This design comes from an exercise in tuning for small area on the open sky130 flow, not from production work.
At most, simulation tests tie the RTL to the original design; equivalence was not proved.
Only the layout flow was run in runs 1 and 2; the RTL was not checked for function there.
Power and IR drop assume default switching activity.

===== flow/config.mk =====
export PLATFORM = sky130hd
export DESIGN_NAME = play_core
export DESIGN_NICKNAME = play_core
export VERILOG_FILES = /design/flow/design.v
export SDC_FILE = /design/flow/constraint.sdc
export NUM_CORES = 4
export LEC_CHECK = 0
export ABC_AREA = 1
export CAP_MARGIN = 20
export CORE_MARGIN = 2
export CORE_UTILIZATION = 60
export CTS_BUF_LIST = sky130_fd_sc_hd__clkbuf_4
export CTS_CLUSTER_DIAMETER = 60
export CTS_CLUSTER_SIZE = 8
export PLACE_DENSITY = 0.75
export SLEW_MARGIN = 20

===== flow/constraint.sdc =====
create_clock -name core_clock -period 12.0 [get_ports {clk}]
set_input_delay 2.4000 -clock core_clock [delete_from_list [all_inputs] [get_ports {clk}]]
set_output_delay 2.4000 -clock core_clock [all_outputs]
set_load 0.01 [all_outputs]

===== flow/design.v =====
module dirc_updater(
    input move,
    input [1:0] dirc,
    input [6:0] x, y,
    output [6:0] update_x, update_y
);
    wire up = dirc[0];
    wire [6:0] c = dirc[1] ? y : x;
    wire [7:0] t;
    assign t[0] = 1'b1;
    genvar i;
    generate for ( i = 0; i < 7; i = i + 1 ) begin : g_step
        assign t[i+1] = t[i] & ( c[i] ~^ up );
    end endgenerate
    wire at_edge = up ? ( c == 7'd74 ) : ( c == 7'd0 );
    wire [6:0] n = at_edge ? ( up ? 7'd0 : 7'd74 ) : ( c ^ t[6:0] );
    assign update_x = ( move & ~dirc[1] ) ? n : x;
    assign update_y = ( move & dirc[1] ) ? n : y;
endmodule
module waddr_gen(input [6:0] x, y, output [12:0] a);
    wire s0, c0;
    assign {c0, s0} = x[0] + y[0];
    wire s1, c1;
    assign {c1, s1} = x[1] + y[1] + y[0];
    wire s2, c2;
    assign {c2, s2} = c0 + s1;
    wire s3, c3;
    assign {c3, s3} = x[2] + y[2] + y[1];
    wire s4, c4;
    assign {c4, s4} = c1 + c2 + s3;
    wire s5, c5;
    assign {c5, s5} = x[3] + y[3] + y[2];
    wire s6, c6;
    assign {c6, s6} = y[0] + c3 + c4;
    wire s7, c7;
    assign {c7, s7} = s5 + s6;
    wire s8, c8;
    assign {c8, s8} = x[4] + y[4] + y[3];
    wire s9, c9;
    assign {c9, s9} = y[1] + c5 + c6;
    wire s10, c10;
    assign {c10, s10} = c7 + s8 + s9;
    wire s11, c11;
    assign {c11, s11} = x[5] + y[5] + y[4];
    wire s12, c12;
    assign {c12, s12} = y[2] + c8 + c9;
    wire s13, c13;
    assign {c13, s13} = c10 + s11 + s12;
    wire s14, c14;
    assign {c14, s14} = x[6] + y[6] + y[5];
    wire s15, c15;
    assign {c15, s15} = y[3] + y[0] + c11;
    wire s16, c16;
    assign {c16, s16} = c12 + c13 + s14;
    wire s17, c17;
    assign {c17, s17} = s15 + s16;
    wire s18, c18;
    assign {c18, s18} = y[6] + y[4] + y[1];
    wire s19, c19;
    assign {c19, s19} = c14 + c15 + c16;
    wire s20, c20;
    assign {c20, s20} = c17 + s18 + s19;
    wire s21, c21;
    assign {c21, s21} = y[5] + y[2] + c18;
    wire s22, c22;
    assign {c22, s22} = c19 + c20 + s21;
    wire s23, c23;
    assign {c23, s23} = y[6] + y[3] + c21;
    wire s24, c24;
    assign {c24, s24} = c22 + s23;
    wire s25, c25;
    assign {c25, s25} = y[4] + c23 + c24;
    wire s26, c26;
    assign {c26, s26} = y[5] + c25;
    wire s27, c27;
    assign {c27, s27} = y[6] + c26;
    assign a = {s27, s26, s25, s24, s22, s20, s17, s13, s10, s7, s4, s2, s0};
endmodule
module rand_core(
    input             clk,
    input             rstn,
    input             new_en,
    output reg [31:0] rand_code,
    output reg [6:0]  rand_x,      
    output reg [6:0]  rand_y       
);
parameter seed = 32'h3ecd12;
parameter feedback = 32'h280c97;
reg new_d;
wire feedback_item = ^( feedback & rand_code );
function [7:0] add7(input [6:0] a, input [6:0] b);
    integer i;
    reg c;
    begin
        c = 1'b0;
        for ( i = 0; i < 7; i = i + 1 ) begin
            add7[i] = a[i] ^ b[i] ^ c;
            c = ( a[i] & b[i] ) | ( c & ( a[i] ^ b[i] ) );
        end
        add7[7] = c;
    end
endfunction
function [6:0] next75(input [6:0] r, input b, input t);
    reg [6:0] k;
    reg [7:0] s;
    begin
        if ( r[0] == b )
            k = t ? ( ( r[6] | r[5] | r[4] | ( r[3] & r[2] & r[1] ) ) ? 7'd121 : 7'd68 ) : 7'd0;    
        else if ( b )
            k = t ? 7'd30 : 7'd37;    
        else
            k = t ? 7'd31 : 7'd38;    
        s = add7( { 1'b0, r[6:1] }, k );
        next75 = s[6:0];
    end
endfunction
always @( posedge clk ) begin
    if( !rstn )
        new_d <= 1'b0;
    else
        new_d <= new_en;
end
always @( posedge clk ) begin
    if( !rstn ) begin
        rand_code <= seed;
        rand_x <= 7'd62;     
        rand_y <= 7'd73;     
    end
    else if( ~new_d & new_en ) begin
        rand_code <= { feedback_item, rand_code[31:1] };
        rand_x <= next75( rand_x, rand_code[16], feedback_item );
        rand_y <= next75( rand_y, rand_code[0], rand_code[16] );
    end
end
endmodule
`timescale 1ns / 1ps
module play_core #(
    parameter time_per_step = 200,
    parameter time_per_food = 3,
    parameter total_food = 36,
    parameter food_a_color = 12'h48F,
    parameter food_b_color = 12'h00F,
    parameter GAME_OVER = 5'b11000,
    parameter PAINT_A = 5'b11010,
    parameter PAINT_B = 5'b11011,
    parameter IDLE = 5'b00000,
    parameter DEL_TAILA = 5'b00001,
    parameter DEL_TAILB = 5'b00010,
    parameter PNT_TAILA = 5'b00011,
    parameter CHANGE_DIRC = 5'b00100,
    parameter LOCK_A = 5'b00101,
    parameter LOCK_B = 5'b00110,
    parameter LOCK = 5'b00111,
    parameter PNT_TAILB = 5'b01000,
    parameter PNT_HEADA = 5'b01001,
    parameter PNT_HEADB = 5'b01010,
    parameter JUG_EATA = 5'b01011,
    parameter JUG_EATB = 5'b01100,
    parameter CHANGE_DIRC_TAILA = 5'b01101,
    parameter CHANGE_DIRC_TAILB = 5'b01110,
    parameter EXT_TAILA = 5'b01111,
    parameter GET_INFO_TAILA = 5'b10000,
    parameter CHANGE_TO_TAILB = 5'b10001,
    parameter GET_INFO_TAILB = 5'b10010,
    parameter EXT_TAILB = 5'b10011,
    parameter SET_FOOD = 5'b10100,
    parameter GET_INFO_FOOD = 5'b10101,
    parameter JUG_FOOD_LOCTION = 5'b10110,
    parameter GROW_TAILB = 5'b10111
)(
    input clk,
    input rst,
    input play, pause,
    input [11:0] head_a_color, head_b_color,
    input [11:0] body_a_color, body_b_color,
    input BTNL_a, BTNR_a, BTNU_a, BTND_a,
    input BTNL_b, BTNR_b, BTNU_b, BTND_b,
    input [15:0] rdata,
    output reg [1:0] who_win,
    output reg over,
    output [31:0] len_a, len_b,
    output [2:0] food_time_out,
    output reg [5:0] food_count,
    output wire [12:0] waddr,
    output reg [15:0] wdata,
    output reg we
);
    reg [4:0] update_state;
    wire st_go = ( update_state == GAME_OVER );
    wire st_ws = ( update_state[4:1] == 4'b1101 );         
    wire paint_a = ~update_state[0];
    wire st_up = ~( update_state[4] & update_state[3] );
    wire st_pa = update_state[4] & update_state[3] &
                 ( update_state[2] | ( update_state[1:0] == 2'b01 ) );
    wire u_idle   = ( update_state == IDLE );
    wire u_dela   = ( update_state == DEL_TAILA );
    wire u_delb   = ( update_state == DEL_TAILB );
    wire u_pnta   = ( update_state == PNT_TAILA );
    wire u_pntb   = ( update_state == PNT_TAILB );
    wire u_hda    = ( update_state == PNT_HEADA );
    wire u_hdb    = ( update_state == PNT_HEADB );
    wire u_jea    = ( update_state == JUG_EATA );
    wire u_jeb    = ( update_state == JUG_EATB );
    wire u_cdta   = ( update_state == CHANGE_DIRC_TAILA );
    wire u_cdtb   = ( update_state == CHANGE_DIRC_TAILB );
    wire u_exta   = ( update_state == EXT_TAILA );
    wire u_gia    = ( update_state == GET_INFO_TAILA );
    wire u_cttb   = ( update_state == CHANGE_TO_TAILB );
    wire u_gib    = ( update_state == GET_INFO_TAILB );
    wire u_grb    = ( update_state == GROW_TAILB );
    wire u_extb   = ( update_state == EXT_TAILB );
    wire u_setf   = ( update_state == SET_FOOD );
    wire u_gif    = ( update_state == GET_INFO_FOOD );
    wire u_jfl    = ( update_state == JUG_FOOD_LOCTION );
    wire u_cd     = ( update_state == CHANGE_DIRC );
    wire u_locka  = ( update_state == LOCK_A );
    wire u_lockb  = ( update_state == LOCK_B );
    function [10:0] inc11(input [10:0] a);
        integer i;
        reg c;
        begin
            c = 1'b1;
            for ( i = 0; i < 11; i = i + 1 ) begin
                inc11[i] = a[i] ^ c;
                c = c & a[i];
            end
        end
    endfunction
    function [6:0] dec7(input [6:0] a);
        integer i;
        reg b;
        begin
            b = 1'b1;
            for ( i = 0; i < 7; i = i + 1 ) begin
                dec7[i] = a[i] ^ b;
                b = b & ~a[i];
            end
        end
    endfunction
    function [10:0] inc11e(input [10:0] a, input en);
        integer i;
        reg c;
        begin
            c = en;
            for ( i = 0; i < 11; i = i + 1 ) begin
                inc11e[i] = a[i] ^ c;
                c = c & a[i];
            end
        end
    endfunction
    function [6:0] dec7e(input [6:0] a, input en);
        integer i;
        reg b;
        begin
            b = en;
            for ( i = 0; i < 7; i = i + 1 ) begin
                dec7e[i] = a[i] ^ b;
                b = b & ~a[i];
            end
        end
    endfunction
    function [1:0] cmp11(input [10:0] a, input [10:0] b);
        integer i;
        reg lt, gt;
        begin
            lt = 1'b0; gt = 1'b0;
            for ( i = 0; i < 11; i = i + 1 ) begin
                lt = a[i] ? ( b[i] & lt ) : ( b[i] | lt );
                gt = a[i] ? ( ~b[i] | gt ) : ( ~b[i] & gt );
            end
            cmp11 = { ~lt & ~gt, lt };
        end
    endfunction
    reg s1, s2, s3;
    wire play_PS = s2 & (~s3);
    always@(posedge clk)begin
        if ( rst ) begin
            s1 <= 0;
            s2 <= 0;
            s3 <= 0;
        end
        else begin
            s1 <= play;
            s2 <= s1;
            s3 <= s2;
        end
    end
    wire start = st_go & play_PS;
    reg [31:0] time_count;
    reg [7:0] step_limit;        
    always @(*) begin
        case ( food_count )
            6'd0: step_limit = 8'd92;    6'd1: step_limit = 8'd95;
            6'd2: step_limit = 8'd98;    6'd3: step_limit = 8'd101;
            6'd4: step_limit = 8'd104;   6'd5: step_limit = 8'd107;
            6'd6: step_limit = 8'd110;   6'd7: step_limit = 8'd113;
            6'd8: step_limit = 8'd116;   6'd9: step_limit = 8'd119;
            6'd10: step_limit = 8'd122;  6'd11: step_limit = 8'd125;
            6'd12: step_limit = 8'd128;  6'd13: step_limit = 8'd131;
            6'd14: step_limit = 8'd134;  6'd15: step_limit = 8'd137;
            6'd16: step_limit = 8'd140;  6'd17: step_limit = 8'd143;
            6'd18: step_limit = 8'd146;  6'd19: step_limit = 8'd149;
            6'd20: step_limit = 8'd152;  6'd21: step_limit = 8'd155;
            6'd22: step_limit = 8'd158;  6'd23: step_limit = 8'd161;
            6'd24: step_limit = 8'd164;  6'd25: step_limit = 8'd167;
            6'd26: step_limit = 8'd170;  6'd27: step_limit = 8'd173;
            6'd28: step_limit = 8'd176;  6'd29: step_limit = 8'd179;
            6'd30: step_limit = 8'd182;  6'd31: step_limit = 8'd185;
            6'd32: step_limit = 8'd188;  6'd33: step_limit = 8'd191;
            6'd34: step_limit = 8'd194;  6'd35: step_limit = 8'd197;
            default: step_limit = 8'd200;
        endcase
    end
    wire expire = ( time_count[31:8] == 24'd0 ) && ( time_count[7:0] == step_limit );
    wire [31:0] tc_carry;
    assign tc_carry[0] = st_up;
    genvar gi;
    generate for ( gi = 1; gi < 32; gi = gi + 1 ) begin : g_tc
        assign tc_carry[gi] = tc_carry[gi-1] & time_count[gi-1];
    end endgenerate
    wire tc_clr = rst | st_go | st_ws;
    always @( posedge clk ) begin
        time_count[31:8] <= {24{~tc_clr}} & ( time_count[31:8] ^ tc_carry[31:8] );
        if ( tc_clr )
            time_count[7:0] <= 0;
        else if ( st_up & expire )
            time_count[7:0] <= 1;
        else
            time_count[7:0] <= time_count[7:0] ^ tc_carry[7:0];
    end
    reg eaten;
    reg [4:0] eat_a, eat_b;
    reg [2:0] ft_hi;
    reg [3:0] ft_lo;
    wire [6:0] food_time = { ft_hi, ft_lo };
    assign food_time_out = ft_hi;
    wire [31:0] rand_num;
    wire [6:0] rand_x, rand_y;
    rand_core rand_gen(
        clk, ~rst,
        time_count[1:0] == 2'b00,
        rand_num, rand_x, rand_y
    );
    reg [6:0] head_a_x, tail_a_x, head_b_x, tail_b_x, write_x;
    reg [6:0] head_a_y, tail_a_y, head_b_y, tail_b_y, write_y;
    reg [1:0] dirc_a, dirc_b;
    reg [1:0] tail_dirc_a, tail_dirc_b;
    wire kind_empty = ( rdata[1:0] == 2'b00 );
    wire grow_a = u_exta & ( eat_a != 0 ) & kind_empty;
    wire grow_b = u_extb & ( eat_b != 0 ) & kind_empty;
    wire end_a  = u_exta & ~( ( eat_a != 0 ) & kind_empty );
    wire end_b  = u_extb & ~( ( eat_b != 0 ) & kind_empty );
    wire place_food = u_setf & eaten & ( food_count != 0 );
    wire retry_food = u_jfl & ( rdata[1] | rdata[0] );
    wire ws_a_end = paint_a & ( write_y == 25 );
    wire ws_b_end = ~paint_a & ( write_y == 49 );
    wire ws_move = st_ws & ~ws_a_end & ~ws_b_end;
    wire p_ta = u_dela | u_jea | u_cdta | u_gia;
    wire p_tb = u_delb | u_jeb | u_cttb | u_grb;
    wire p_ha = u_pnta | u_hda;
    wire p_hb = u_pntb | u_hdb;
    wire p_w  = ~( p_ta | p_tb | p_ha | p_hb );
    wire [6:0] ptr_x = ( {7{p_ta}} & tail_a_x ) | ( {7{p_tb}} & tail_b_x ) |
                       ( {7{p_ha}} & head_a_x ) | ( {7{p_hb}} & head_b_x ) |
                       ( {7{p_w}} & write_x );
    wire [6:0] ptr_y = ( {7{p_ta}} & tail_a_y ) | ( {7{p_tb}} & tail_b_y ) |
                       ( {7{p_ha}} & head_a_y ) | ( {7{p_hb}} & head_b_y ) |
                       ( {7{p_w}} & write_y );
    reg [1:0] dirc;
    always @(*) begin
        if ( st_ws )
            dirc = { 1'b1, ~paint_a };        
        else if ( u_jea )
            dirc = tail_dirc_a;
        else if ( u_jeb )
            dirc = tail_dirc_b;
        else if ( u_cdta )
            dirc = { rdata[3], ~rdata[2] };
        else if ( u_cttb )
            dirc = { tail_dirc_b[1], ~tail_dirc_b[0] };
        else if ( u_hda )
            dirc = dirc_a;
        else if ( u_hdb )
            dirc = dirc_b;
        else
            dirc = { wdata[3], ~wdata[2] };
    end
    wire move_w = ws_move | u_hda | u_hdb | u_jea | u_jeb | u_cdta | u_cttb |
                  grow_a | grow_b;
    wire move = move_w | u_gia | u_grb;
    wire [6:0] uptr_x, uptr_y;
    dirc_updater updater( move, dirc, ptr_x, ptr_y, uptr_x, uptr_y );
    wire w_upd = move_w | u_dela | u_delb | u_pnta | u_pntb;
    wire w_rand = place_food | retry_food;
    always @( posedge clk ) begin
        if ( rst ) begin
            write_x <= 0; write_y <= 0;
        end
        else if ( start ) begin
            write_x <= 25; write_y <= 49;
        end
        else if ( st_ws & ws_a_end ) begin
            write_x <= 49; write_y <= 25;
        end
        else if ( w_upd ) begin
            write_x <= uptr_x; write_y <= uptr_y;
        end
        else if ( w_rand ) begin
            write_x <= rand_x; write_y <= rand_y;
        end
    end
    always @( posedge clk ) begin
        if ( start ) begin
            head_a_x <= 25; tail_a_x <= 25; head_b_x <= 49; tail_b_x <= 49;
            head_a_y <= 49; tail_a_y <= 25; head_b_y <= 25; tail_b_y <= 49;
        end
        else begin
            if ( u_jea | u_gia ) begin
                tail_a_x <= uptr_x; tail_a_y <= uptr_y;
            end
            if ( u_jeb | u_grb ) begin
                tail_b_x <= uptr_x; tail_b_y <= uptr_y;
            end
            if ( u_hda ) begin
                head_a_x <= uptr_x; head_a_y <= uptr_y;
            end
            if ( u_hdb ) begin
                head_b_x <= uptr_x; head_b_y <= uptr_y;
            end
        end
        if ( u_pnta ) tail_dirc_a <= rdata[3:2];
        if ( u_pntb | u_cdtb ) tail_dirc_b <= rdata[3:2];
    end
    waddr_gen addr( write_x, write_y, waddr );
    wire heads_meet = ( head_a_x == head_b_x ) && ( head_a_y == head_b_y );
    wire turn_a = dirc_a[1] ? ( BTNL_a | BTNR_a ) : ( BTNU_a | BTND_a );
    wire [1:0] new_dirc_a = dirc_a[1] ? { 1'b0, ~BTNL_a } : { 1'b1, ~BTNU_a };
    wire turn_b = dirc_b[1] ? ( BTNL_b | BTNR_b ) : ( BTNU_b | BTND_b );
    wire [1:0] new_dirc_b = dirc_b[1] ? { 1'b0, ~BTNL_b } : { 1'b1, ~BTNU_b };
    always @( posedge clk ) begin
        if ( start ) begin
            dirc_a <= 2'b11; dirc_b <= 2'b10;
        end
        else begin
            if ( ( u_cd | u_lockb ) & turn_a ) dirc_a <= new_dirc_a;
            if ( ( u_cd | u_locka ) & turn_b ) dirc_b <= new_dirc_b;
        end
    end
    wire [6:0] fc_dec = dec7e( { 1'b0, food_count }, place_food );
    wire ft_run = u_setf & ~eaten & ( food_count[1:0] == 2'b00 ) & ( food_time != 0 );
    wire [6:0] ft_dec = dec7e( food_time, ft_run );
    wire [6:0] ea_dec = dec7e( { 2'b0, eat_a }, grow_a );
    wire [6:0] eb_dec = dec7e( { 2'b0, eat_b }, grow_b );
    wire [1:0] len_rel = cmp11( len_a_r, len_b_r );
    wire [1:0] len_cmp = len_rel[1] ? 2'b11 : len_rel[0] ? 2'b01 : 2'b10;
    wire a_hit = ( rdata[1:0] == 2'b01 ) | ( rdata[1:0] == 2'b10 );
    wire food_end = u_setf & eaten & ( food_count == 0 );
    wire jeb_over = u_jeb & ( a_hit | who_win[0] );
    reg [4:0] us_next;
    always @(*) begin
        us_next = update_state;
        if ( u_dela ) us_next = DEL_TAILB;
        else if ( u_delb ) us_next = PNT_TAILA;
        else if ( u_pnta ) us_next = PNT_TAILB;
        else if ( u_pntb ) us_next = PNT_HEADA;
        else if ( u_hda ) us_next = PNT_HEADB;
        else if ( u_hdb ) us_next = JUG_EATA;
        else if ( u_jea ) us_next = JUG_EATB;
        else if ( u_jeb ) us_next = CHANGE_DIRC_TAILA;
        else if ( u_cdta ) us_next = CHANGE_DIRC_TAILB;
        else if ( u_cdtb ) us_next = EXT_TAILA;
        else if ( grow_a ) us_next = GET_INFO_TAILA;
        else if ( end_a ) us_next = CHANGE_TO_TAILB;
        else if ( u_gia ) us_next = EXT_TAILA;
        else if ( u_cttb ) us_next = GET_INFO_TAILB;
        else if ( u_gib | u_grb ) us_next = EXT_TAILB;
        else if ( grow_b ) us_next = GROW_TAILB;
        else if ( end_b ) us_next = SET_FOOD;
        else if ( place_food | retry_food ) us_next = GET_INFO_FOOD;
        else if ( u_setf & ~eaten ) us_next = CHANGE_DIRC;
        else if ( u_gif ) us_next = JUG_FOOD_LOCTION;
        else if ( u_jfl ) us_next = CHANGE_DIRC;
        else if ( u_cd & turn_b ) us_next = LOCK_B;
        else if ( u_cd & turn_a ) us_next = LOCK_A;
        else if ( ( u_locka & turn_b ) | ( u_lockb & turn_a ) ) us_next = LOCK;
        else if ( expire ) us_next = DEL_TAILA;
    end
    always @( posedge clk ) begin
        if ( rst )
            update_state <= GAME_OVER;
        else if ( st_go ) begin
            if ( play_PS ) update_state <= PAINT_A;
        end
        else if ( st_ws ) begin
            if ( ws_a_end ) update_state <= PAINT_B;
            else if ( ws_b_end ) update_state <= IDLE;
        end
        else if ( st_pa ) begin
            if ( play_PS ) update_state <= { 2'b00, update_state[2:0] };
        end
        else if ( jeb_over | food_end )
            update_state <= GAME_OVER;
        else if ( pause & ( u_cd | u_locka ) )
            update_state <= { 2'b11, us_next[2:0] };
        else
            update_state <= us_next;
    end
    always @( posedge clk ) begin
        if ( rst )
            we <= 0;
        else if ( start | u_dela | u_cdta | ( u_jfl & ~( rdata[1] | rdata[0] ) ) )
            we <= 1;
        else if ( st_go | ( st_ws & ws_b_end ) | u_idle | u_jea | place_food |
                  ( u_setf & ~eaten ) | u_cd )
            we <= 0;
    end
    wire wd_hac = start | u_hda;
    wire wd_hbc = ( st_ws & ws_a_end ) | u_hdb;
    wire wd_bac = ( st_ws & paint_a & ~ws_a_end ) | u_pnta;
    wire wd_bbc = ( st_ws & ~paint_a & ~ws_b_end ) | u_pntb | u_cttb;
    wire wd_rd  = u_cdta | end_a | end_b;
    wire wd_zero = u_dela | u_delb;
    wire wd_food = place_food;
    wire wd_hold = ~( wd_hac | wd_hbc | wd_bac | wd_bbc | wd_rd | wd_zero | wd_food );
    wire food_b = ( food_count[1:0] == 2'b01 );
    wire wd_a = wd_hac | wd_bac;
    wire wd_b = wd_hbc | wd_bbc;
    wire [1:0] wd_dir = start ? 2'b11 :
                        st_ws ? { 1'b1, paint_a & ~ws_a_end } :
                        u_cttb ? tail_dirc_b :
                        wd_a ? dirc_a : dirc_b;
    always @( posedge clk ) begin
        wdata[15:4] <= ( {12{wd_hac}} & head_a_color ) |
                       ( {12{wd_hbc}} & head_b_color ) |
                       ( {12{wd_bac}} & body_a_color ) |
                       ( {12{wd_bbc}} & body_b_color ) |
                       ( {12{wd_rd}} & rdata[15:4] ) |
                       ( {12{wd_food}} & ( food_b ? food_b_color : food_a_color ) ) |
                       ( {12{wd_hold}} & wdata[15:4] );
        wdata[3:2] <= ( {2{wd_a | wd_b}} & wd_dir ) |
                      ( {2{wd_rd}} & rdata[3:2] ) |
                      ( {2{wd_food}} & { 1'b0, food_b } ) |
                      ( {2{wd_hold}} & wdata[3:2] );
        wdata[1:0] <= ( {2{wd_rd}} & rdata[1:0] ) |
                      { wd_b | wd_food, wd_a | wd_food } |
                      ( {2{wd_hold}} & wdata[1:0] );
    end
    reg [10:0] len_a_r, len_b_r;
    assign len_a = { 21'd0, len_a_r };
    assign len_b = { 21'd0, len_b_r };
    always @( posedge clk ) begin
        if ( rst ) begin
            over <= 0;
            who_win <= 0;
            len_a_r <= 0; len_b_r <= 0;
            food_count <= 0;
            ft_hi <= 0;
        end
        else begin
            over <= jeb_over | food_end;
            if ( u_idle ) who_win <= 0;
            else if ( u_jea & a_hit ) who_win <= 2'b01;
            else if ( u_jeb & ( rdata[1:0] == 2'b01 ) )
                who_win <= ( who_win[0] | heads_meet ) ? len_cmp : 2'b10;
            else if ( u_jeb & ( rdata[1:0] == 2'b10 ) )
                who_win <= who_win[0] ? len_cmp : 2'b10;
            else if ( food_end ) who_win <= len_cmp;
            if ( start ) begin
                len_a_r <= 25; len_b_r <= 25;
            end
            else begin
                len_a_r <= inc11e( len_a_r, grow_a );
                len_b_r <= inc11e( len_b_r, grow_b );
            end
            if ( u_idle ) food_count <= total_food;
            else food_count <= fc_dec[5:0];
            if ( u_idle ) ft_hi <= 0;
            else if ( ( u_jea | u_jeb ) & ( rdata[2:0] == 3'b111 ) ) ft_hi <= 0;
            else if ( place_food ) ft_hi <= ( food_count[1:0] == 2'b01 ) ? 3'b111 : 3'b000;
            else ft_hi <= ft_dec[6:4];
        end
    end
    always @( posedge clk ) begin
        if ( u_idle ) ft_lo <= 0;
        else if ( ( u_jea | u_jeb ) & ( rdata[2:0] == 3'b111 ) ) ft_lo <= 0;
        else if ( place_food ) ft_lo <= ( food_count[1:0] == 2'b01 ) ? 4'b1111 : 4'b0000;
        else ft_lo <= ft_dec[3:0];
        if ( u_idle | place_food ) eaten <= u_idle;
        else if ( ( u_jea | u_jeb ) & ( rdata[1:0] == 2'b11 ) ) eaten <= 1;
        if ( u_jea )
            eat_a <= ( rdata[1:0] != 2'b11 ) ? 5'd0 :
                     rdata[2] ? { 1'b1, food_time[6:3] } : 5'd16;
        else eat_a <= ea_dec[4:0];
        if ( u_jeb )
            eat_b <= ( rdata[1:0] != 2'b11 ) ? 5'd0 :
                     rdata[2] ? { 1'b1, food_time[6:3] } : 5'd16;
        else eat_b <= eb_dec[4:0];
    end
endmodule

===== flow/flow/run.sh =====
#!/bin/bash
# The standard layout (standard.sh) with these changes to how it is made:
#  - synthesis is synth_recipe.tcl with flow/synth_extra.tcl added: ABC maps
#    the logic with flow/abc.script, and full/half-adder cells are used
#    only for the board address adder; the registers and their names are
#    the same as the standard synthesis's
#  - no Kogge-Stone carry unit (the SYNTH_OPERATIONS_ARGS default)
#  - the port buffers that global placement adds are buf_1 cells
# Each tool's full output is in standard.log and in orfs/logs/.
set -euo pipefail
{
    head -n 1 synth_recipe.tcl
    cat flow/synth_extra.tcl
    tail -n +2 synth_recipe.tcl
} > my_synth.tcl
export SNAKE_ABC_SCRIPT="$PWD/flow/abc.script"
bash standard.sh \
    SYNTH_OPERATIONS_ARGS=-noshare \
    "BUFFER_PORTS_ARGS=-buffer_cell sky130_fd_sc_hd__buf_1" \
    SYNTH_SCRIPT="$PWD/my_synth.tcl" \
    finish > standard.log 2>&1

===== flow/flow/abc.script =====
strash
&get -n
&deepsyn -T 60 -S 1
&put
strash
&get -n
&dch -f
&nf -R 1000
&put

===== flow/flow/synth_extra.tcl =====
# Additions to synth_recipe.tcl, defined before it sources the flow's
# synth.tcl. They change only how the logic is mapped to cells; the
# registers and their names stay those of the standard synthesis.

# Technology mapping with flow/abc.script (ABC's &deepsyn logic
# optimization for up to 60 s, then area-oriented mapping with &nf)
# instead of the flow's abc_area / abc_speed script, which sizes and
# buffers cells for a delay target: the -script and -D arguments of the
# flow's abc call are replaced.
proc abc {args} {
  set out {}
  set skip 0
  foreach a $args {
    if { $skip } { set skip 0; continue }
    if { $a eq "-script" || $a eq "-D" } { set skip 1; continue }
    lappend out $a
  }
  yosys abc -script $::env(SNAKE_ABC_SCRIPT) {*}$out
}

# Full/half-adder cells only for the board address adder: the fan-in cone
# of waddr back to the registers. Elsewhere ABC maps the arithmetic.
proc extract_fa {args} {
  yosys extract_fa {*}$args {w:waddr} {%ci*:-[C,D,E,R]}
}

===== flow/standard.sh =====
#!/bin/bash
# synth_recipe.tcl (not shown) runs the flow's synth.tcl, then flattens the netlist and writes it again
# the make line also repeats each setting of config.mk as NAME=value (left out here)
make -C /OpenROAD-flow-scripts/flow DESIGN_CONFIG=/design/flow/config.mk WORK_HOME=/design/flow/orfs CLKGATE_MAP_FILE= SYNTH_SCRIPT=/design/flow/synth_recipe.tcl "${@:-finish}"

==> results of run 1 <==
[placed cells by master (no fill, tap or decap), drive strengths merged, types with 19 or more instances in the layout]
| cell | instances |
|---|---|
| buf | 152 |
| nor2 | 125 |
| dfxtp | 226 |
| a221o | 20 |
| a22o | 24 |
| clkinv | 67 |
| nand3 | 26 |
| nor3 | 48 |
| conb | 42 |
| a222oi | 24 |
| and2 | 19 |
| o22ai | 20 |
| nand2 | 129 |
| and3 | 21 |
| o21ai | 114 |
| a21oi | 114 |
| a22oi | 28 |
| fa | 21 |
| xor2 | 25 |
| xnor2 | 29 |
| clkbuf | 40 |
[worst min-delay path, delay by kind of cell, from the launching register on]
family,cells,cell delay (ns)
simple gates,2,0.09
flops,1,0.32
[state kept, by name, indices dropped and copies added (netlist names), 11 cells and up]
signal and cells:
time_count 32, wdata 16, len_a_r 11, rand_gen.rand_code 32, len_b_r 11
[layer usage]
layer	track usage [%]	vias up	part of all wire (%)
met2	48.98	471	46
met5	0	-	0
met4	12.74	0	3.8
met1	42.69	4997	43
met3	5.400	86	7.6
li1	-	5184	-
[per-stage QoR]
stage          cells  hold slack, ns  util, %  power (W)  setup slack [ns]
2_1_floorplan   1366          0.4138        -   0.001759             3.656
3_3_place_gp    1707          0.4333    64.87   0.002075             3.485
3_5_place_dp    1707          0.4348    64.87   0.002092             3.322
4_1_cts         1748          0.4476    66.50   0.002509             2.650
5_1_grt         1749          0.4794    66.55   0.002689             2.424
6_report        1749          0.4458    66.55   0.002520             2.722
[power by group through the flow]
stage,sequential (W),clock (W),combinational (W)
6_report,0.000978,0.000417,0.00112
5_1_grt,0.000990,0.000456,0.00124
4_1_cts,0.000974,0.000425,0.00111
3_5_place_dp,0.000991,0,0.00110
3_3_place_gp,0.000990,0,0.00109
2_1_floorplan,0.000972,0,0.000787
[worst max path at each step]
stage / start / end / slack (ns) / cells past startpoint
after floorplan: write_y[1] / waddr[12] / 3.66 / 17
after global placement: write_y[1] / waddr[12] / 3.49 / 18
after detailed placement: write_y[1] / waddr[12] / 3.32 / 18
after CTS: write_y[1] / waddr[12] / 2.65 / 18
after global routing: write_y[1] / waddr[12] / 2.42 / 18
final: write_y[1] / waddr[12] / 2.72 / 18
[kinds of logic (layout without fill, tap and decap cells)]
| logic type | count (synthesis) | after routing | share of synthesized area [%] |
|---|---|---|---|
| XOR/XNOR | 54 | 54 | 4.168 |
| flip-flops | 231 | 231 | 41.19 |
| buffers and inverters | 112 | 260 | 5.193 |
| other | 1 | 43 | 0.03304 |
| AO/OA/AOI/OAI | 427 | 427 | 24.63 |
| AND/OR/NAND/NOR | 455 | 455 | 18.83 |
| adder cells (fa/ha/maj) | 29 | 29 | 4.542 |
| multiplexers | 16 | 16 | 1.411 |
[final cells by class]
| class | count | area (sq um) |
|---|---|---|
| Multi-Input combinational cell | 1023 | 6262 |
| Fill cell | 1640 | 6236 |
| Sequential cell | 231 | 4674 |
| Timing Repair Buffer | 152 | 619.3 |
| Clock buffer | 40 | 300.3 |
| Tap cell | 234 | 292.8 |
| Inverter | 67 | 251.5 |
| Clock inverter | 1 | 3.754 |
| Antenna cell | 1 | 2.502 |
==> impl_metrics.yaml, run 1 <==
run_status:
  status: "no timing/DRC/antenna violations"
min_path:
  hold_path_depth: 2
  whs_endpoint: "wdata[1]"
  hp-class: "reg2reg"
  min_from: "wdata[1]"
cts:
  cts_setup_buffers: 0
  cts_buffers: 34
  clockBufferDepth: 3
  cts.sinks: 231
  clk_pin_slew_ns: 0.10
  cts_tree: "built"
  cts-root-buf: "clkbuf_4"
  ctsHoldBuffers: 0
  clk_latency_ns: 0.63
  htreeDepth: 2
  post_cts_resized: 0
logic_synthesis:
  synth.distinct_cells: 57
  netlist_instances: 1325
  synth.most_common_cell: "dfxtp_1"
  synth_top_area_share_pct: 39.87
  synthFlopType: "dfxtp_1"
  ys_warn_count: 2
  async_reset_ff_share_pct: 0
  syn_area_per_cell_sq_um: 8.565
  synth_seq_cells: 231
  synth_area_sq_um: 11350
  synth.yosys.seq_area_share_pct: 41.19
  synth_edf_count: 5
  synthTopCellsByCount: "dfxtp_1, nand2_1, nor2_1"
  synth_area_leaders: "dfxtp_1, a21oi_1, o21ai_0, nand2_1, nor2_1"
  yosysTopAreaCell: "dfxtp_1"
worst_setup_path:
  reg2reg_slack_ns: 6.21
  worstSetupEndpointType: "output pin"
  critical_path_arrival_ns: 6.88
  cp_slowest_cell: "fa_1"
  path_common_cell: "fa_1"
  cp_top_family: "adder cells"
  cp-start-kind: "register"
  setup.worst_path.class: "reg2out"
  worstRegToRegCells: 21
  max_stage_delay_ns: 0.56
  cp_max_fo: 6
  required_ns: 9.60
  r2r_start: "update_state[3]"
  crit_path_cell_trace: "fa_1, ha_1, fa_1, clkinv_1, fa_1, fa_1, clkinv_1, fa_1, fa_1, fa_1, fa_1, fa_1, fa_1, ha_1, fa_1, ha_1, xor2_1, buf_1"
  r2r-end: "time_count[31]"
  path_buf_inv: 3
sta:
  rsz0062_at_grt: "no"
  drv_slew: 0
  skew_ns: 0.02980
  finalCritPeriodShare_pct: 77.31
  worstMarginPinSlew_ns: 1.096
  finalCriticalPeriod_ns: 9.278
  hold_viol_final: 0
  clock.fmax_mhz: 107.8
  setup_violations: 0
  tns_ns: 0
  slew_headroom_pct: 26.14
placement:
  place_area_sq_um: 12090
  hpwl_mm: 23.14
  gp_congestion: 1.009
  port_buffers: 139
floorplan:
  die_area_sq_um: 20030
  ios: 182
  fp.dieH_microns: 141.5
  coreArea_sq_um: 18640
  dieWidth_microns: 141.5
  start_util_pct: 60.87
  num_rows: 50
routing:
  via_per_inst: 6.140
  dr_total_vias: 10740
  drt_iter0_drc: 1240
  wl_per_cell_microns: 18.21
  wl_mm: 31.85
  route.detailed.drc: 0
  drtPass1Iterations: 9
  ant_nets: 0
global_route:
  grt_overflow: 0
  grt_usage_pct: 31.11
  first_global_vias: 9668
  antenna_found_initial: 1
  grt_max_degree: 31
  grt_pass1_wl_mm: 50.23
power:
  cellLeakagePower_nw: 4.739
  netSwitchingFraction_pct: 44.22
  powerDensity_nw_per_um2: 203.1
  p_comb_share_pct: 44.6
  p_seq_share_pct: 38.8
  clkPwrFrac_pct: 16.6
  switchingPower_w: 0.001114
  ir_drop_mv: 0.1263
  p_int_w: 0.001405
layout:
  drive_gt1_share_pct: 3.831
  area_growth_pct: 9.327
  nets: 1612
  final_area_sq_um: 12410
flow_run:
  drv_cap: 0
==> run 2, diff against run 1 <==
--- a/flow/config.mk
+++ b/flow/config.mk
@@ -11,5 +11,5 @@
 export CORE_UTILIZATION = 60
-export CTS_BUF_LIST = sky130_fd_sc_hd__clkbuf_4
-export CTS_CLUSTER_DIAMETER = 60
-export CTS_CLUSTER_SIZE = 8
+export CTS_BUF_LIST = sky130_fd_sc_hd__clkbuf_8
+export CTS_CLUSTER_DIAMETER = 80
+export CTS_CLUSTER_SIZE = 12
 export PLACE_DENSITY = 0.75
==> impl_metrics.yaml, run 2 <==
run_status:
  status: "no timing/DRC/antenna violations"
worst_setup_path:
  setup.worst_path.class: "reg2out"
  reg2reg_slack_ns: 6.18
  worstRegToRegCells: 15
  required_ns: 9.60
  worstSetupEndpointType: "output pin"
  r2r_start: "update_state[0]"
  r2r-end: "head_a_y[3]"
  critical_path_arrival_ns: 6.78
  cp_max_fo: 6
  cp-start-kind: "register"
floorplan:
  num_rows: 50
  start_util_pct: 60.87
  ios: 182
  dieWidth_microns: 141.5
  coreArea_sq_um: 18640
  die_area_sq_um: 20030
  fp.dieH_microns: 141.5
sta:
  drv_slew: 0
  worstMarginPinSlew_ns: 1.098
  hold_ws_ns: 0.4450
  finalCriticalPeriod_ns: 9.175
  skew_ns: 0.02925
  clock.fmax_mhz: 109.0
  finalCritPeriodShare_pct: 76.46
  setup_violations: 0
  rsz0062_at_grt: "no"
  slew_headroom_pct: 26.01
  tns_ns: 0
  hold_viol_final: 0
cts:
  cts_tree: "built"
  cts.sinks: 231
  cts-root-buf: "clkbuf_8"
  ctsHoldBuffers: 0
  cts_buffers: 23
  clockBufferDepth: 3
  cts_setup_buffers: 0
  clk_pin_slew_ns: 0.09
  post_cts_resized: 0
  clk_latency_ns: 0.56
  htreeDepth: 1
power:
  netSwitchingFraction_pct: 43.73
  cellLeakagePower_nw: 4.750
  clkPwrFrac_pct: 17.3
  p_comb_share_pct: 44.2
  powerDensity_nw_per_um2: 204.1
  p_seq_share_pct: 38.4
  p_int_w: 0.001430
  ir_drop_mv: 0.1162
  switchingPower_w: 0.001112
logic_synthesis:
  synth_top_area_share_pct: 39.87
  synth_area_leaders: "dfxtp_1, a21oi_1, o21ai_0, nand2_1, nor2_1"
  synth.distinct_cells: 57
  yosysTopAreaCell: "dfxtp_1"
  synth_edf_count: 5
  async_reset_ff_share_pct: 0
  syn_area_per_cell_sq_um: 8.565
  synth.yosys.seq_area_share_pct: 41.19
  synthFlopType: "dfxtp_1"
  synthTopCellsByCount: "dfxtp_1, nand2_1, nor2_1"
  synth_area_sq_um: 11350
  synth.most_common_cell: "dfxtp_1"
  synth_seq_cells: 231
  netlist_instances: 1325
  ys_warn_count: 2
min_path:
  hold_path_depth: 2
  whs_endpoint: "wdata[1]"
  min_from: "wdata[1]"
  hp-class: "reg2reg"
layout:
  final_cell_mix: "dfxtp_1, buf_1, nand2_1"
  fill_cells: 1622
  top_regs: "rand_gen.rand_code: 32 flops, time_count: 32 flops, wdata: 16 flops"
  nets: 1601
  regArea_sq_um: 4674
  area_growth_pct: 9.746
  multiInputGateArea_sq_um: 6262
  final_common_cell: "dfxtp_1"
  drive_gt1_share_pct: 2.796
  antenna_cells: 0
routing:
  drtPass1Iterations: 12
  route.detailed.drc: 0
  drt_iter0_drc: 1222
  via_per_inst: 6.160
  dr_total_vias: 10690
  wl_mm: 31.61
  wl_per_cell_microns: 18.21
  ant_nets: 0
global_route:
  grt_usage_pct: 30.66
  antenna_found_initial: 0
  grt_max_degree: 31
  first_global_vias: 9581
  grt.met2_usage_pct: 48.16
  use_met3_pct: 4.421
  met1_usage_pct: 42.57
  busiest_layer: "met2"
  grt_pass1_wl_mm: 49.89
  grt_overflow: 0
placement:
  port_buffers: 139
  gp_congestion: 1.009
  hpwl_mm: 23.14
flow_run:
  drv_cap: 0
run 2: through the flow:
step | worst slack [ns] | instances | power, W | cell area (sq um) | utilization (%)
2_1_floorplan | 3.656 | 1366 | 0.001759 | 11500 | -
3_3_place_gp | 3.485 | 1707 | 0.002075 | 12090 | 64.87
3_5_place_dp | 3.322 | 1707 | 0.002092 | 12090 | 64.87
4_1_cts | 2.747 | 1736 | 0.002535 | 12450 | 66.77
5_1_grt | 2.512 | 1736 | 0.002712 | 12450 | 66.81
6_report | 2.825 | 1736 | 0.002542 | 12450 | 66.81
run 2: power by group through the flow:
stage               clock (W)  combinational [W]  sequential, W
floorplan                   0           0.000787       0.000972
global placement            0            0.00109       0.000990
detailed placement          0            0.00110       0.000991
CTS                  0.000452            0.00111       0.000974
global route         0.000481            0.00124       0.000990
finish               0.000440            0.00112       0.000977
run 2: kinds of logic after synthesis:
family,after synthesis,share of synthesized area (%)
AOI/OAI and AO/OA,427,24.63
other,1,0.03304
buffers and inverters,112,5.193
muxes,16,1.411
xor gates and xnor gates,54,4.168
adders and majority gates,29,4.542
and+or+nand+nor,455,18.83
DFF,231,41.19
run 2: layout make-up:
| cell class | count | share of cell area [%] |
|---|---|---|
| multi-input combinational | 1023 | 50.28 |
| sequential | 231 | 37.53 |
| timing repair buffer | 152 | 4.973 |
| clock buffer | 23 | 2.542 |
| tap | 234 | 2.351 |
| inverter | 67 | 2.019 |
| clock inverter | 6 | 0.3014 |
run 2: worst max path at each step:
stage	startpoint	endpoint	slack (ns)
5_1_grt	write_y[1]	waddr[12]	2.51
2_1_floorplan	write_y[1]	waddr[12]	3.66
3_5_place_dp	write_y[1]	waddr[12]	3.32
6_report	write_y[1]	waddr[12]	2.82
3_3_place_gp	write_y[1]	waddr[12]	3.49
4_1_cts	write_y[1]	waddr[12]	2.75
run 2: per-layer routing:
metal,vias up,routed length (microns)
met5,-,0
met3,83,2284
met1,5020,13570
li1,5152,-
met4,0,1248
met2,438,14500
run 2: critical path: stages (launching register included):
cell,delay (ns)
dfxtp_1,0.41
fa_1,0.54
ha_1,0.17
fa_1,0.17
clkinv_1,0.08
fa_1,0.45
fa_1,0.56
clkinv_1,0.09
fa_1,0.44
fa_1,0.42
fa_1,0.40
fa_1,0.52
fa_1,0.46
fa_1,0.38
ha_1,0.21
fa_1,0.43
ha_1,0.22
xor2_1,0.12
buf_1,0.16
==> run 3, diff against run 2 <==
--- a/flow/design.v
+++ b/flow/design.v
@@ -217,24 +217,2 @@
     wire u_lockb  = ( update_state == LOCK_B );
-    function [10:0] inc11(input [10:0] a);
-        integer i;
-        reg c;
-        begin
-            c = 1'b1;
-            for ( i = 0; i < 11; i = i + 1 ) begin
-                inc11[i] = a[i] ^ c;
-                c = c & a[i];
-            end
-        end
-    endfunction
-    function [6:0] dec7(input [6:0] a);
-        integer i;
-        reg b;
-        begin
-            b = 1'b1;
-            for ( i = 0; i < 7; i = i + 1 ) begin
-                dec7[i] = a[i] ^ b;
-                b = b & ~a[i];
-            end
-        end
-    endfunction
     function [10:0] inc11e(input [10:0] a, input en);
@@ -330,2 +308,5 @@
     end
+    reg [10:0] len_a_r, len_b_r;
+    assign len_a = { 21'd0, len_a_r };
+    assign len_b = { 21'd0, len_b_r };
     reg eaten;
@@ -547,5 +528,2 @@
     end
-    reg [10:0] len_a_r, len_b_r;
-    assign len_a = { 21'd0, len_a_r };
-    assign len_b = { 21'd0, len_b_r };
     always @( posedge clk ) begin
--- a/flow/flow/run.sh
+++ b/flow/flow/run.sh
@@ -8,2 +8,4 @@
 #  - the port buffers that global placement adds are buf_1 cells
+#  - one tie cell drives the constant outputs (len_a / len_b bits 31:11)
+#    instead of one tie cell per output pin (SKIP_REPAIR_TIE_FANOUT)
 # Each tool's full output is in standard.log and in orfs/logs/.
@@ -19,2 +21,3 @@
     "BUFFER_PORTS_ARGS=-buffer_cell sky130_fd_sc_hd__buf_1" \
+    SKIP_REPAIR_TIE_FANOUT=1 \
     SYNTH_SCRIPT="$PWD/my_synth.tcl" \
==> impl_metrics.yaml, run 3 <==
sta:
  tns_ns: 0
  setup_violations: 0
  hold_viol_final: 0
  drv_slew: 0
  finalCritPeriodShare_pct: 76.72
  rsz0062_at_grt: "no"
  worstMarginPinSlew_ns: 1.189
  skew_ns: 0.02176
  finalCriticalPeriod_ns: 9.206
  clock.fmax_mhz: 108.6
  slew_headroom_pct: 20.74
flow_run:
  drv_cap: 0
placement:
  dp.cells: 1671
  hpwl_mm: 24.13
  port_buffers: 139
  gp_congestion: 0.9712
layout:
  final_cell_mix: "dfxtp_1, nand2_1, buf_1"
  layout.cells.non_filler: 1700
  fill_cells: 1668
  area_growth_pct: 8.424
  final_common_cell: "dfxtp_1"
  top_regs: "rand_gen.rand_code: 32 flops, time_count: 32 flops, wdata: 16 flops"
  regArea_sq_um: 4674
  drive_gt1_share_pct: 2.935
  multiInputGateArea_sq_um: 6146
  nets: 1565
floorplan:
  coreArea_sq_um: 18640
  dieWidth_microns: 141.5
  die_area_sq_um: 20030
  fp.dieH_microns: 141.5
  start_util_pct: 60.87
  ios: 182
  num_rows: 50
worst_setup_path:
  worstSetupEndpointType: "output pin"
  required_ns: 9.60
  cp-start-kind: "register"
  critical_path_arrival_ns: 6.81
  cp_max_fo: 6
  setup.worst_path.class: "reg2out"
  reg2reg_slack_ns: 6.28
logic_synthesis:
  synthTopCellsByCount: "dfxtp_1, nand2_1, a21oi_1"
  synth.yosys.seq_area_share_pct: 41.20
  async_reset_ff_share_pct: 0
  synthFlopType: "dfxtp_1"
  yosysTopAreaCell: "dfxtp_1"
  synth_area_sq_um: 11350
  ys_warn_count: 2
  synth.distinct_cells: 54
  synth_top_area_share_pct: 39.87
  synth_area_leaders: "dfxtp_1, a21oi_1, nand2_1, o21ai_0, nor2_1"
  syn_area_per_cell_sq_um: 8.532
  synth.most_common_cell: "dfxtp_1"
  synth_edf_count: 5
  synth_seq_cells: 231
  netlist_instances: 1330
power:
  p_seq_share_pct: 48.8
  powerDensity_nw_per_um2: 158.6
  p_int_w: 0.001241
  cellLeakagePower_nw: 4.745
  clkPwrFrac_pct: 22.8
  ir_drop_mv: 0.08433
  p_comb_share_pct: 28.4
  switchingPower_w: 0.0007100
  netSwitchingFraction_pct: 36.39
cts:
  cts_setup_buffers: 0
  ctsHoldBuffers: 0
  cts_tree: "built"
  htreeDepth: 1
  cts-root-buf: "clkbuf_8"
  clk_latency_ns: 0.56
  clockBufferDepth: 3
  post_cts_resized: 0
  clk_pin_slew_ns: 0.09
  cts.sinks: 231
  cts_buffers: 23
global_route:
  grt_overflow: 0
  grt_pass1_wl_mm: 51.57
  grt_usage_pct: 32.05
  antenna_found_initial: 3
  first_global_vias: 9791
  grt_max_degree: 43
routing:
  route.detailed.drc: 0
  wl_per_cell_microns: 19.31
  dr_total_vias: 10780
  drtPass1Iterations: 5
  ant_nets: 0
  via_per_inst: 6.341
  drt_iter0_drc: 935
  wl_mm: 32.83
run_status:
  status: "no timing/DRC/antenna violations"
min_path:
  hp-class: "reg2reg"
==> run 3: metal layers <==
layer / wire (microns) / track usage (%)
met3: 2878 / 5.265
met2: 15440 / 52.91
met1: 13490 / 42.94
met5: 0 / 0
met4: 1027 / 11.00
==> run 3: path summary, 6_finish.rpt <==
check	start	to	cells after the start
hold / removal	wdata[1]	wdata[1]	2
setup reg to reg	update_state[1]	head_a_y[6]	17
setup / recovery	write_y[1]	waddr[12]	18
hold reg to reg	wdata[1]	wdata[1]	2
==> run 3: metrics by stage <==
step	setup slack, ns	hold slack [ns]	power [W]	cell area, sq um	utilization [%]
finish	2.794	0.4517	0.001951	12300	65.99
global route	2.448	0.4694	0.002056	12300	65.98
CTS	2.777	0.4492	0.001948	12290	65.93
detailed placement	3.359	0.4365	0.001511	11940	64.05
global placement	3.408	0.4169	0.001501	11940	64.05
floorplan	3.656	0.4138	0.001336	11350	-
==> run 3: power groups by stage <==
stage / clock [W] / combinational, W / sequential (W)
after floorplan: 0 / 0.000386 / 0.000950
after global placement: 0 / 0.000537 / 0.000964
after detailed placement: 0 / 0.000545 / 0.000966
after CTS: 0.000451 / 0.000548 / 0.000949
after global routing: 0.000479 / 0.000615 / 0.000962
final: 0.000444 / 0.000554 / 0.000953
==> run 3: critical path, cell delays in order (launching register included) <==
cell and delay (ns):
dfxtp_1 0.41, fa_1 0.54, ha_1 0.16, fa_1 0.16, clkinv_1 0.08, fa_1 0.45
fa_1 0.55, clkinv_1 0.08, fa_1 0.45, fa_1 0.42, fa_1 0.41, fa_1 0.52
fa_1 0.45, fa_1 0.39, ha_1 0.22, fa_1 0.43, ha_1 0.21, xor2_1 0.15
buf_1 0.17
==> run 3: layout make-up <==
| class | count | share of cell area (%) |
|---|---|---|
| diodes | 1 | 0.02034 |
| clock buffers | 23 | 2.573 |
| well taps | 234 | 2.380 |
| flip-flops and latches | 231 | 37.99 |
| repair buffers | 152 | 5.034 |
| clock inverters | 5 | 0.2746 |
| inverters | 58 | 1.770 |
| multi-input cells | 996 | 49.95 |
==> run 3: cell families after synthesis <==
kind of cell | count (synthesis) | synth area share (%)
muxes | 19 | 1.676
AOI/OAI and AO/OA | 428 | 24.57
and+or+nand+nor | 475 | 19.70
other | 1 | 0.03305
DFF | 231 | 41.20
adders and majority gates | 28 | 4.455
buffers and inverters | 103 | 4.896
xor gates and xnor gates | 45 | 3.473
==> run 4, diff against run 3 <==
--- a/flow/config.mk
+++ b/flow/config.mk
@@ -10,3 +10,3 @@
 export CORE_MARGIN = 2
-export CORE_UTILIZATION = 60
+export CORE_UTILIZATION = 75
 export CTS_BUF_LIST = sky130_fd_sc_hd__clkbuf_8
@@ -14,3 +14,3 @@
 export CTS_CLUSTER_SIZE = 12
-export PLACE_DENSITY = 0.75
+export PLACE_DENSITY = 0.85
 export SLEW_MARGIN = 20
==> impl_metrics.yaml, run 4 <==
run_status:
  status: "no timing/DRC/antenna violations"
routing:
  drtPass1Iterations: 9
  dr_total_vias: 11280
  route.detailed.drc: 0
  ant_nets: 0
  wl_per_cell_microns: 20.34
  via_per_inst: 6.842
  drt_iter0_drc: 1834
  wl_mm: 33.52
logic_synthesis:
  synth.yosys.seq_area_share_pct: 41.20
  ys_warn_count: 2
  synthTopCellsByCount: "dfxtp_1, nand2_1, a21oi_1"
  synth.most_common_cell: "dfxtp_1"
  synth_seq_cells: 231
  netlist_instances: 1330
  synth_area_sq_um: 11350
  synthFlopType: "dfxtp_1"
  synth_edf_count: 5
  synth_top_area_share_pct: 39.87
  synth_area_leaders: "dfxtp_1, a21oi_1, nand2_1, o21ai_0, nor2_1"
  syn_area_per_cell_sq_um: 8.532
  yosysTopAreaCell: "dfxtp_1"
  synth.distinct_cells: 54
  async_reset_ff_share_pct: 0
cts:
  cts-root-buf: "clkbuf_8"
  clk_pin_slew_ns: 0.08
  clockBufferDepth: 3
  cts_tree: "built"
  clk_latency_ns: 0.57
  htreeDepth: 1
  cts_setup_buffers: 0
  post_cts_resized: 0
  ctsHoldBuffers: 0
  cts.sinks: 231
  cts_buffers: 23
sta:
  skew_ns: 0.04955
  clock.fmax_mhz: 109.2
  worstMarginPinSlew_ns: 1.070
  worst_slack_ns: 2.841
  drv_slew: 0
  setup_violations: 0
  slew_headroom_pct: 28.68
  tns_ns: 0
  rsz0062_at_grt: "no"
  finalCriticalPeriod_ns: 9.159
  hold_viol_final: 0
  finalCritPeriodShare_pct: 76.32
floorplan:
  coreArea_sq_um: 14640
  num_rows: 44
  dieWidth_microns: 127
  fp.dieH_microns: 127
  die_area_sq_um: 16130
  ios: 182
  start_util_pct: 77.49
global_route:
  antenna_found_initial: 0
  grt_overflow: 0
  grt_max_degree: 43
  grt_usage_pct: 40.73
  grt_pass1_wl_mm: 53.77
  first_global_vias: 10630
layout:
  final_area_sq_um: 12240
  area_growth_pct: 7.862
  fill_cells: 946
  final_common_cell: "dfxtp_1"
  post-route-util_pct: 83.58
  final_cell_mix: "dfxtp_1, nand2_1, buf_1"
  regArea_sq_um: 4674
  multiInputGateArea_sq_um: 6151
  top_regs: "rand_gen.rand_code: 32 flops, time_count: 32 flops, wdata: 16 flops"
  antenna_cells: 0
  drive_gt1_share_pct: 2.869
  nets: 1565
placement:
  gp_congestion: 1.008
  pre_cts_slack_ns: 3.345
  place_area_sq_um: 11870
  hpwl_mm: 24.11
  port_buffers: 139
worst_setup_path:
  worstSetupEndpointType: "output pin"
  cp_max_fo: 6
  path_common_cell: "fa_1"
  required_ns: 9.60
  critical_path_arrival_ns: 6.76
  cp_slowest_cell: "fa_1"
  max_stage_delay_ns: 0.56
  cp-start-kind: "register"
  setup.worst_path.class: "reg2out"
  crit_path_cell_trace: "fa_1, ha_1, fa_1, clkinv_1, fa_1, fa_1, clkinv_1, fa_1, fa_1, fa_1, fa_1, fa_1, fa_1, ha_1, fa_1, ha_1, xor2_1, buf_1"
power:
  total_power_w: 0.001948
  ir_drop_mv: 0.1000
  cellLeakagePower_nw: 4.741
  powerDensity_nw_per_um2: 159.2
flow_run:
  drv_cap: 0
min_path:
  hp-class: "reg2reg"
## run 4: power by group
part	switching (W)	internal [W]	leakage, nW
registers	0.0000964	0.000857	1.89
clock network	0.000260	0.000177	0.188
logic	0.000352	0.000206	2.66
## run 4: area by class of cell
| type | instances | area share (%) |
|---|---|---|
| clock buffer | 23 | 2.586 |
| timing repair buffer | 152 | 5.060 |
| inverter | 58 | 1.779 |
| sequential | 231 | 38.19 |
| clock inverter | 4 | 0.2453 |
| tap | 184 | 1.881 |
| multi-input combinational | 996 | 50.26 |
## run 4: critical path, delay by kind of cell (launching register included)
family	cells	cell delay (ns)
xor+xnor	1	0.12
flops	1	0.41
fa+ha+maj	14	5.37
buf+inv	3	0.32
## run 4: metal layers
layer  wire [microns]  vias up  track usage, %
met5                0        -               0
met3             3679      159           8.752
met1            12610     5220           52.29
li1                 -     5120               -
met4             1497        0           16.87
met2            15740      776           67.24
## run 4: cell families after synthesis
logic type	after synthesis	synth area share, %
AOI/OAI and AO/OA	428	24.57
xor gates and xnor gates	45	3.473
adders and majority gates	28	4.455
buffers and inverters	103	4.896
DFF	231	41.20
muxes	19	1.676
other	1	0.03305
and+or+nand+nor	475	19.70
## run 4: worst paths after layout
path	startpoint	endpoint	slack, ns	cells after the start
worst max register to register	update_state[4]	time_count[31]	5.81	22
worst max-delay path	write_y[1]	waddr[12]	2.84	18
worst min-delay path	wdata[1]	wdata[1]	0.44	2
worst min register to register	wdata[1]	wdata[1]	0.44	2
## run 4: stage by stage
| step | hold WS (ns) | instances |
|---|---|---|
| 2_1_floorplan | 0.4138 | 1330 |
| 3_3_place_gp | 0.4275 | 1620 |
| 3_5_place_dp | 0.4298 | 1620 |
| 4_1_cts | 0.4419 | 1647 |
| 5_1_grt | 0.4779 | 1648 |
| 6_report | 0.4438 | 1648 |
==> run 5, diff against run 4 <==
--- a/flow/design.v
+++ b/flow/design.v
@@ -324,4 +324,4 @@
     );
-    reg [6:0] head_a_x, tail_a_x, head_b_x, tail_b_x, write_x;
-    reg [6:0] head_a_y, tail_a_y, head_b_y, tail_b_y, write_y;
+    reg [6:0] hd0_x, hd1_x, tl0_x, tl1_x, write_x;
+    reg [6:0] hd0_y, hd1_y, tl0_y, tl1_y, write_y;
     reg [1:0] dirc_a, dirc_b;
@@ -338,13 +338,9 @@
     wire ws_move = st_ws & ~ws_a_end & ~ws_b_end;
-    wire p_ta = u_dela | u_jea | u_cdta | u_gia;
-    wire p_tb = u_delb | u_jeb | u_cttb | u_grb;
-    wire p_ha = u_pnta | u_hda;
-    wire p_hb = u_pntb | u_hdb;
-    wire p_w  = ~( p_ta | p_tb | p_ha | p_hb );
-    wire [6:0] ptr_x = ( {7{p_ta}} & tail_a_x ) | ( {7{p_tb}} & tail_b_x ) |
-                       ( {7{p_ha}} & head_a_x ) | ( {7{p_hb}} & head_b_x ) |
-                       ( {7{p_w}} & write_x );
-    wire [6:0] ptr_y = ( {7{p_ta}} & tail_a_y ) | ( {7{p_tb}} & tail_b_y ) |
-                       ( {7{p_ha}} & head_a_y ) | ( {7{p_hb}} & head_b_y ) |
-                       ( {7{p_w}} & write_y );
+    wire rot_h = u_pnta | u_pntb | u_hda | u_hdb;
+    wire rot_t = u_dela | u_delb | u_jea | u_jeb | u_cdtb | u_gib;
+    wire p_h = rot_h;
+    wire p_t = rot_t | u_cdta | u_cttb;
+    wire p_w = ~( p_h | p_t );
+    wire [6:0] ptr_x = ( {7{p_h}} & hd0_x ) | ( {7{p_t}} & tl0_x ) | ( {7{p_w}} & write_x );
+    wire [6:0] ptr_y = ( {7{p_h}} & hd0_y ) | ( {7{p_t}} & tl0_y ) | ( {7{p_w}} & write_y );
     reg [1:0] dirc;
@@ -368,8 +364,7 @@
     end
-    wire move_w = ws_move | u_hda | u_hdb | u_jea | u_jeb | u_cdta | u_cttb |
-                  grow_a | grow_b;
-    wire move = move_w | u_gia | u_grb;
+    wire move = ws_move | u_hda | u_hdb | u_jea | u_jeb | u_cdta | u_cttb |
+                grow_a | grow_b;
     wire [6:0] uptr_x, uptr_y;
     dirc_updater updater( move, dirc, ptr_x, ptr_y, uptr_x, uptr_y );
-    wire w_upd = move_w | u_dela | u_delb | u_pnta | u_pntb;
+    wire w_upd = move | u_dela | u_delb | u_pnta | u_pntb;
     wire w_rand = place_food | retry_food;
@@ -394,17 +389,18 @@
         if ( start ) begin
-            head_a_x <= 25; tail_a_x <= 25; head_b_x <= 49; tail_b_x <= 49;
-            head_a_y <= 49; tail_a_y <= 25; head_b_y <= 25; tail_b_y <= 49;
+            hd0_x <= 25; hd0_y <= 49;       
+            hd1_x <= 49; hd1_y <= 25;       
+            tl0_x <= 25; tl0_y <= 25;       
+            tl1_x <= 49; tl1_y <= 49;       
         end
         else begin
-            if ( u_jea | u_gia ) begin
-                tail_a_x <= uptr_x; tail_a_y <= uptr_y;
+            if ( rot_h ) begin
+                hd0_x <= hd1_x; hd0_y <= hd1_y;
+                hd1_x <= uptr_x; hd1_y <= uptr_y;
             end
-            if ( u_jeb | u_grb ) begin
-                tail_b_x <= uptr_x; tail_b_y <= uptr_y;
+            if ( rot_t ) begin
+                tl0_x <= tl1_x; tl0_y <= tl1_y;
+                tl1_x <= uptr_x; tl1_y <= uptr_y;
             end
-            if ( u_hda ) begin
-                head_a_x <= uptr_x; head_a_y <= uptr_y;
-            end
-            if ( u_hdb ) begin
-                head_b_x <= uptr_x; head_b_y <= uptr_y;
+            else if ( grow_a | grow_b ) begin
+                tl1_x <= write_x; tl1_y <= write_y;
             end
@@ -415,3 +411,3 @@
     waddr_gen addr( write_x, write_y, waddr );
-    wire heads_meet = ( head_a_x == head_b_x ) && ( head_a_y == head_b_y );
+    wire heads_meet = ( hd0_x == hd1_x ) && ( hd0_y == hd1_y );
     wire turn_a = dirc_a[1] ? ( BTNL_a | BTNR_a ) : ( BTNU_a | BTND_a );
--- a/flow/config.mk
+++ b/flow/config.mk
@@ -10,3 +10,3 @@
 export CORE_MARGIN = 2
-export CORE_UTILIZATION = 75
+export CORE_UTILIZATION = 60
 export CTS_BUF_LIST = sky130_fd_sc_hd__clkbuf_8
@@ -14,3 +14,3 @@
 export CTS_CLUSTER_SIZE = 12
-export PLACE_DENSITY = 0.85
+export PLACE_DENSITY = 0.75
 export SLEW_MARGIN = 20
==> impl_metrics.yaml, run 5 <==
run_status:
  status: "no timing/DRC/antenna violations"
cts:
  clk_latency_ns: 0.55
  clockBufferDepth: 3
  clk_pin_slew_ns: 0.08
  cts_tree: "built"
  cts-root-buf: "clkbuf_8"
  ctsHoldBuffers: 0
  cts.sinks: 231
  cts_buffers: 23
  post_cts_resized: 0
  htreeDepth: 1
  cts_setup_buffers: 0
logic_synthesis:
  synth_seq_cells: 231
  synth.distinct_cells: 61
  async_reset_ff_share_pct: 0
  synthFlopType: "dfxtp_1"
  synthTopCellsByCount: "dfxtp_1, nor2_1, nand2_1"
  synth.most_common_cell: "dfxtp_1"
  synth_top_area_share_pct: 40.16
  syn_area_per_cell_sq_um: 8.587
  yosysTopAreaCell: "dfxtp_1"
  synth_area_sq_um: 11270
  ys_warn_count: 2
  synth.yosys.seq_area_share_pct: 41.49
  synth_edf_count: 5
  netlist_instances: 1312
  synth_area_leaders: "dfxtp_1, o21ai_0, a21oi_1, nor2_1, nand2_1"
placement:
  hpwl_mm: 22.81
  port_buffers: 139
  gp_congestion: 0.9749
  place_area_sq_um: 11910
sta:
  hold_viol_final: 0
  finalCriticalPeriod_ns: 9.360
  drv_slew: 0
  skew_ns: 0.01973
  hold_ws_ns: 0.4457
  clock.fmax_mhz: 106.8
  tns_ns: 0
  worstMarginPinSlew_ns: 0.8824
  setup_violations: 0
  rsz0062_at_grt: "no"
  finalCritPeriodShare_pct: 78.00
  slew_headroom_pct: 40.96
global_route:
  grt.met2_usage_pct: 47.68
  busiest_layer: "met2"
  grt_pass1_wl_mm: 49.16
  met1_usage_pct: 43.06
  grt_usage_pct: 30.15
  first_global_vias: 9576
  antenna_found_initial: 0
  grt_max_degree: 43
  grt_overflow: 0
  use_met3_pct: 4.925
routing:
  wl_mm: 31.11
  drtPass1Iterations: 7
  via_per_inst: 6.270
  ant_nets: 0
  wl_per_cell_microns: 18.44
  dr_total_vias: 10580
  drt_iter0_drc: 855
  route.detailed.drc: 0
power:
  ir_drop_mv: 0.1191
  cellLeakagePower_nw: 4.567
  powerDensity_nw_per_um2: 188.1
min_path:
  min_from: "s1"
  hold_path_depth: 1
  whs_endpoint: "s2"
  hp-class: "reg2reg"
layout:
  nets: 1553
  antenna_cells: 0
  top_regs: "rand_gen.rand_code: 32 flops, time_count: 32 flops, wdata: 16 flops"
  final_area_sq_um: 12260
  drive_gt1_share_pct: 3.441
  fill_cells: 1621
  final_common_cell: "dfxtp_1"
  area_growth_pct: 8.819
  final_cell_mix: "dfxtp_1, buf_1, nor2_1"
worst_setup_path:
  required_ns: 9.60
  setup.worst_path.class: "reg2out"
  r2r_start: "update_state[4]"
  cp-start-kind: "register"
  worstRegToRegCells: 23
  critPathLaunch: "write_y[1]"
  reg2reg_slack_ns: 5.78
  worstSetupEndpointType: "output pin"
  r2r-end: "time_count[31]"
  cp_max_fo: 6
  critical_path_arrival_ns: 6.96
flow_run:
  drv_cap: 0
floorplan:
  num_rows: 50
  coreArea_sq_um: 18580
  ios: 182
  fp.dieH_microns: 141.0
  start_util_pct: 60.63
  dieWidth_microns: 141.0
  die_area_sq_um: 19890
-- run 5: through the flow --
stage | util [%] | std cells | power, W | worst slack (ns)
final | 65.98 | 1687 | 0.002305 | 2.640
after global routing | 65.98 | 1687 | 0.002443 | 2.324
after CTS | 65.94 | 1687 | 0.002292 | 2.563
after detailed placement | 64.07 | 1659 | 0.001859 | 3.155
after global placement | 64.07 | 1659 | 0.001844 | 3.337
after floorplan | - | 1312 | 0.001600 | 3.535
-- run 5: critical path, stage by stage, from the launching register on --
cell and delay [ns]:
dfxtp_1 0.42, fa_1 0.54, ha_1 0.17, fa_1 0.19, clkinv_1 0.09, fa_1 0.46
fa_1 0.56, clkinv_1 0.08, fa_1 0.44, fa_1 0.43, fa_1 0.44, fa_1 0.53
fa_1 0.47, fa_1 0.40, ha_1 0.24, fa_1 0.43, ha_1 0.21, xor2_1 0.13
buf_1 0.16
-- run 5: routing by layer --
metal / up-vias / wire (microns) / part of all wire [%]
li1: 5072 / - / -
met1: 5038 / 13810 / 44
met4: 0 / 663 / 2.1
met5: - / 0 / 0
met2: 416 / 14220 / 46
met3: 52 / 2423 / 7.8
-- run 5: how the worst max path moves through the flow --
stage / endpoint / slack (ns) / cells past startpoint
after detailed placement: waddr[12] / 3.15 / 18
after floorplan: waddr[12] / 3.54 / 17
after global routing: waddr[12] / 2.32 / 18
after global placement: waddr[12] / 3.34 / 18
after CTS: waddr[12] / 2.56 / 18
final: waddr[12] / 2.64 / 18
-- run 5: kinds of logic after synthesis --
group,share of synthesized area [%]
other,0.03329
XOR/XNOR,3.732
buffers and inverters,5.064
flip-flops,41.49
AO/OA/AOI/OAI,24.60
multiplexers,0.8996
AND/OR/NAND/NOR,19.69
adder cells (fa/ha/maj),4.487
-- run 5: cell type report --
type / count / area (sq um) / share of cell area, %
clock buffers: 23 / 316.6 / 2.582
repair buffers: 158 / 665.6 / 5.430
clock inverters: 5 / 30.03 / 0.2449
flip-flops and latches: 231 / 4674 / 38.13
well taps: 234 / 292.8 / 2.388
inverters: 62 / 232.7 / 1.898
multi-input cells: 974 / 6047 / 49.33
-- run 5: power breakdown --
group / leakage [nW] / switching [W] / internal [W]
logic: 2.49 / 0.000542 / 0.000324
registers: 1.89 / 0.000118 / 0.000883
clock network: 0.188 / 0.000263 / 0.000176
total: 4.57 / 0.000923 / 0.00138

port drivers added, routing unchanged:
The flow's constraints put no driver on any port. The routed layouts listed below were extracted and timed again, unchanged, in two steps. Step 1, drivers: a clkbuf_16 drives clk and a buf_2 each remaining input, both assumed. Step 2 adds t to the input delays and takes it off the output delays; t is the mean of the earliest and latest rising clock arrival at the registers after step 1. Input paths then give back, and output paths get back, about the clock's delay inside the block. a / b / c = no drivers / after step 1 / after step 2; a / b = the first two.
run	t (ns)	setup slack, ns	clock arrival spread, ns	cell pins on the clock port's net
run 1	0.659	2.722 / 2.680 / 3.339	0.033 / 0.032	1
run 2	0.587	2.825 / 2.782 / 3.369	0.030 / 0.029	1
run 3	0.593	2.794 / 2.752 / 3.345	0.021 / 0.021	1
run 4	0.592	2.841 / 2.799 / 3.391	0.050 / 0.050	1
run 5	0.586	2.640 / 2.599 / 3.185	0.021 / 0.020	1
After both steps setup and hold are still met in every run listed.
